Context: an optimization exercise on an open-source flow, tuned for small area. The choices shown serve that exercise and are no tape-out recipe. Function was checked by simulation only, so behaviour that the tests miss may differ from the original. Power and IR drop assume default switching activity.

==> run a <==
==> flow/design.v (excerpt) <==
module danmaku_engine(
    input wire clk,
    input wire rst,
    input wire tick,
    input wire key_valid,
    input wire [7:0] key_code,
    input wire [2:0] rnd,
    input wire [3:0] rd_sel,
    output wire [1:0] game_state,
    output wire [8:0] bird_y,
    output wire [2:0] bird_state,
    output wire [1:0] bird_anim,
    output wire [31:0] score_bcd,
    output reg [22:0] rd_data
    );
==> flow/config.mk <==
export PLATFORM = sky130hd
export DESIGN_NAME = danmaku_engine
export DESIGN_NICKNAME = danmaku_engine
export VERILOG_FILES = /design/flow/design.v
export SDC_FILE = /design/flow/constraint.sdc
export NUM_CORES = 4
export LEC_CHECK = 0
export ABC_AREA = 1
export CAP_MARGIN = 0
export CORE_MARGIN = 2
export CORE_UTILIZATION = 60
export GPL_TIMING_DRIVEN = 0
export PLACE_DENSITY = 0.75
export SLEW_MARGIN = 0
==> flow/constraint.sdc <==
create_clock -name core_clock -period 60.0 [get_ports {clk}]
set_input_delay 12.0000 -clock core_clock [delete_from_list [all_inputs] [get_ports {clk}]]
set_output_delay 12.0000 -clock core_clock [all_outputs]
set_load 0.01 [all_outputs]
standard.sh (not shown) runs the stock make flow with config.mk's settings and CLKGATE_MAP_FILE= SYNTH_SCRIPT=/design/flow/synth_recipe.tcl, a recipe that flattens the netlist after the stock synthesis.
==> flow/flow/run.sh <==
#!/bin/bash
# The standard ORFS layout (standard.sh) with these changes:
#  - synthesis maps the logic with an area-oriented ABC script
#    (flow/abc_area.script, used through ABC_AREA=1); everything else in
#    synthesis, and so every register, is as in the standard synthesis;
#  - adders are left to ABC (no ADDER_MAP_FILE half/full-adder cells);
#  - ports are buffered with buf_1 cells;
#  - the clock tree is built from clkbuf_8 cells without dummy loads.
# make's output goes to standard.log; ORFS keeps each tool's log under
# orfs/logs.
set -euo pipefail
here=$(pwd)
rm -rf "$here/scripts_mod"
cp -r "$FLOW_HOME/scripts" "$here/scripts_mod"
cp "$here/flow/abc_area.script" "$here/scripts_mod/abc_area.script"
export SCRIPTS_DIR="$here/scripts_mod"
export ADDER_MAP_FILE=""
export BUFFER_PORTS_ARGS="-buffer_cell sky130_fd_sc_hd__buf_1"
export CTS_ARGS="-sink_clustering_enable -repair_clock_nets -dont_use_dummy_load -buf_list sky130_fd_sc_hd__clkbuf_8 -root_buf sky130_fd_sc_hd__clkbuf_8 -sink_clustering_size 16 -sink_clustering_max_diameter 60"
bash standard.sh > standard.log 2>&1
==> flow/flow/abc_area.script <==
strash
&get -n
&deepsyn -T 300
&dch -f
&nf -R 1000 -p -a
&put
topo
stime -c
==> inputs of run b, as changes to run a <==
--- a/flow/design.v
+++ b/flow/design.v
@@ -230,42 +230,42 @@
         endcase
     end
 endmodule
 `timescale 1ns / 1ps
 module target(
-    input wire [27:0] t,
+    input wire [28:0] t,
     input wire rst,
     input wire start,
     input wire [2:0] din,
-    output reg [27:0] t_next,
+    output reg [28:0] t_next,
     output wire died2
     );
     localparam
         TARGET_INITIAL = 2'd0,
         TARGET_FLYING  = 2'd1,
         TARGET_DYING   = 2'd2;
     wire [1:0] state = t[1:0];
     wire [9:0] x = t[11:2];
     wire [8:0] y = t[20:12];
-    wire shot = (state == 2'd3);
-    wire [6:0] vy = t[27:21];
+    wire shot = t[21];
+    wire [6:0] vy = t[28:22];
     wire [8:0] y_data = {6'd0, din} * 9'd40 + 9'd48;
     wire on_lane = (y == 9'd48) || (y == 9'd88) || (y == 9'd128) || (y == 9'd168) ||
                    (y == 9'd208) || (y == 9'd248) || (y == 9'd288) || (y == 9'd328);
     wire x_end = (x >= 10'd990) && (x <= 10'd993);
     wire y_end = (y >= 9'd400);
     wire [8:0] y_fall = y + {5'd0, vy / 7'd10};
-    assign died2 = ~state[0] && (vy == 7'd1);
+    assign died2 = (state != TARGET_FLYING) && (vy == 7'd1);
     reg [1:0] next_state;
     always @ (*) begin
         next_state = state;
         case (state)
             TARGET_INITIAL: begin
                 if (start & ~rst)
                     next_state = TARGET_FLYING;
             end
-            TARGET_FLYING, 2'd3: begin
+            TARGET_FLYING: begin
                 if (rst)
                     next_state = TARGET_INITIAL;
                 else if (x_end || y_end || !on_lane)
                     next_state = TARGET_INITIAL;
                 else if (shot)
@@ -281,15 +281,17 @@
         endcase
     end
     always @ (*) begin
         case (state)
             TARGET_INITIAL:
-                t_next = {7'd0, y_data, 10'd640, next_state};
+                t_next = {7'd0, 1'b0, y_data, 10'd640, next_state};
+            TARGET_FLYING:
+                t_next = {vy, 1'b0, y, x - 10'd3, next_state};
             TARGET_DYING:
-                t_next = {vy + 7'd1, y_fall, x - 10'd2, next_state};
+                t_next = {vy + 7'd1, 1'b0, y_fall, x - 10'd2, next_state};
             default:
-                t_next = {vy, y, x - 10'd3, next_state};
+                t_next = {vy, 1'b0, y, x, next_state};
         endcase
     end
 endmodule
 `timescale 1ns / 1ps
 module bullet(
@@ -393,11 +395,11 @@
     );
     localparam
         GAME_INITIAL = 2'd0,
         GAME_PLAYING = 2'd1,
         GAME_OVER    = 2'd2;
-    localparam TW = 28;    
+    localparam TW = 29;    
     localparam BW = 26;    
     reg [3:0] step;        
     reg fresh;             
     reg [2:0] ph6, ph7;    
     wire t_pass = tick | (step <= 4'd5);
@@ -524,22 +526,22 @@
     wire [8:0] by = b_last[25:17];
     wire [11:0] dx = {2'b0, bx} + 12'd3 - {2'b0, tx};
     wire [10:0] dy = {2'b0, by} + 11'd5 - {2'b0, ty};
     wire hit = b_real && b_last[0] && (dx <= 12'd32) && (dy <= 11'd26);
     wire [10:0] dby = {2'b0, bird_y} + 11'd20 - {2'b0, ty};
-    wire bird_hit = t_last[0] &&
+    wire bird_hit = (t_last[1:0] == 2'd1) &&
                     (tx >= 10'd75) && (tx <= 10'd126) && (dby <= 11'd39);
     always @ (posedge clk) begin
         if (clear) begin
-            tr <= {tr[5*TW-1:0], 7'd0, 9'd0, 10'd640, 2'd0};
+            tr <= {tr[5*TW-1:0], 7'd0, 1'b0, 9'd0, 10'd640, 2'd0};
             br <= {br[6*BW-1:0], {BW{1'b0}}};
         end
         else begin
             if (t_pass)
                 tr <= {tr[5*TW-1:0], t_upd};
             else
-                tr <= {tr[5*TW-1:0], t_last[TW-1:2], t_last[1:0] | {sweep & hit & (t_last[1:0] == 2'd1), 1'b0}};
+                tr <= {tr[5*TW-1:0], t_last[TW-1:22], t_last[21] | (sweep & hit), t_last[20:0]};
             if (b_pass && b_real)
                 br <= {br[6*BW-1:0], b_upd};
             else if (upd)
                 br <= {br[6*BW-1:0], 3'd0, slow_next, bird_slot};
             else
@@ -590,11 +592,11 @@
         rx = 10'd0; ry = 9'd0; rs = 2'd0; rv = 4'd0; rbs = 1'b0;
         for (i = 0; i < 6; i = i + 1) begin
             rx = rx | ({10{t_hot[i]}} & tr[i*TW+2 +: 10]);
             ry = ry | ({9{t_hot[i]}} & tr[i*TW+12 +: 9]);
             rs = rs | ({2{t_hot[i]}} & tr[i*TW +: 2]);
-            rv = rv | ({4{t_hot[i]}} & tr[i*TW+21 +: 4]);
+            rv = rv | ({4{t_hot[i]}} & tr[i*TW+22 +: 4]);
         end
         for (i = 0; i < 7; i = i + 1) begin
             rx = rx | ({10{b_hot[i]}} & br[i*BW+3 +: 10]);
             ry = ry | ({9{b_hot[i]}} & br[i*BW+17 +: 9]);
             rbs = rbs | (b_hot[i] & br[i*BW]);
@@ -603,7 +605,7 @@
     wire [4:0] t_n = 5'd0 - (rx[4:0] + {rv, 1'b0});
     wire [4:0] t_anim_cnt = {t_n[4:0], 3'd0} + {t_n[4:0], 1'b0} + t_n[4:0];
     wire [1:0] t_anim = ~t_on ? 2'd0 : (rs == 2'd2) ? 2'd3 :
                         (t_anim_cnt[4:3] == 2'd3) ? 2'd1 : t_anim_cnt[4:3];
     always @ (*)
-        rd_data = {rs[1] & ~rs[0], rs[0] | rbs, t_anim, rx, ry};
+        rd_data = {rs[1], rs[0] | rbs, t_anim, rx, ry};
 endmodule
==> flow/flow/abc_area.script (replaced) <==
strash
&get -n
&deepsyn -T 30
&dch -f
&nf -R 1000 -p -a
&put
topo
stime -c
- CAP_MARGIN: 0 -> 20
- CORE_UTILIZATION: 60 -> 40
- PLACE_DENSITY: 0.75 -> 0.6
- SLEW_MARGIN: 0 -> 20
==> inputs of run c, as changes to run a <==
==> flow/flow/abc_area.script (replaced) <==
strash
&get -n
&deepsyn -T 120
&dch -f
&nf -R 1000 -p -a
&put
topo
stime -c
- CORE_UTILIZATION: 60 -> 40
- PLACE_DENSITY: 0.75 -> 0.6
==> comparison <==
- The highest area after synthesis belongs to run b, the lowest to run c.
- Between run b and run c, the lower synthesized cell count is in run c (gap about 4.5%, measured against run c).
- Critical path depth: run c < run a < run b.
- Of run c and run a, run a has the higher register-to-register slack (gap 0.39 ns).
- Via count, highest first: run b, run a, run c.
- In run a the utilization is higher than in run c, by 22 points.
- Between run c and run a, the lower worst hold slack is in run a (gap 0.027 ns).
- Sequential power: run b > run a > run c.
==> figures <==
                                                               run c       run b       run a
Crit path DAT                                               16.75 ns    16.54 ns    17.19 ns
Seq/Total Area, Yosys                                          52.2%       51.2%       52.1%
Clk pin slew, worst setup/hold paths                         0.09 ns     0.08 ns     0.09 ns
Hold Slack                                                  0.309 ns    0.267 ns    0.281 ns
Simple-gate portion of the synthesized area                    18.7%       19.7%       19.9%
Tcrit/Tclk final                                               47.9%       47.6%       48.6%
Top routing layer in use                                        met4        met4        met5
Portion of total power attributed to combinational logic       14.0%       15.1%       14.6%
Area of all sequential standard cells                       8620 µm²    8740 µm²    8620 µm²
Post-synthesis cell count                                      1,742       1,820       1,762
Starting utilization of the core area                          40.4%       40.6%       61.2%
Outcome                             no timing/DRC/antenna violations  no timing/DRC/antenna violations  no timing/DRC/antenna violations
Routed length per instance                                   20.0 µm     20.7 µm     20.7 µm
Worst Slack Setup Final                                     31.25 ns    31.46 ns    30.81 ns
Routed WL                                                  48,200 µm   51,800 µm   46,300 µm
Number of buffers created by CTS                                  37          38          36
Leakage power total                                          6.54 nW     6.77 nW     6.51 nW
Chip width                                                    207 µm      210 µm      170 µm

## re-timing with driven ports
No port has a modelled driver above. Below, the same layouts with a new extraction and two added sets of constraints. Step 1 sets driving cells, clkbuf_16 on the clock port and buf_2 on the other inputs (assumed; they add their load-dependent delay and slew). Step 2 adds t to the input delays and takes it off the output delays; t is the mean of the earliest and latest rising clock arrival at the registers after step 1. Input paths then give back, and output paths get back, about the clock's delay inside the block. Slacks: ideal ports / drivers / drivers and shift; pairs: ideal ports / drivers.
run	t, ns	setup slack, ns	latest minus earliest clock arrival (ns)	worst slew at a driven data input, ns
run a	0.578	30.813 / 30.792 / 30.792	0.104 / 0.104	0.03
run b	0.625	31.456 / 31.427 / 31.427	0.104 / 0.103	0.04
run c	0.650	31.251 / 31.226 / 31.226	0.083 / 0.084	0.03
After both steps every run listed still meets setup and hold. The setup slack of run b, which loses most, moves by -0.029 ns with the drivers and by -0.029 ns with both steps.
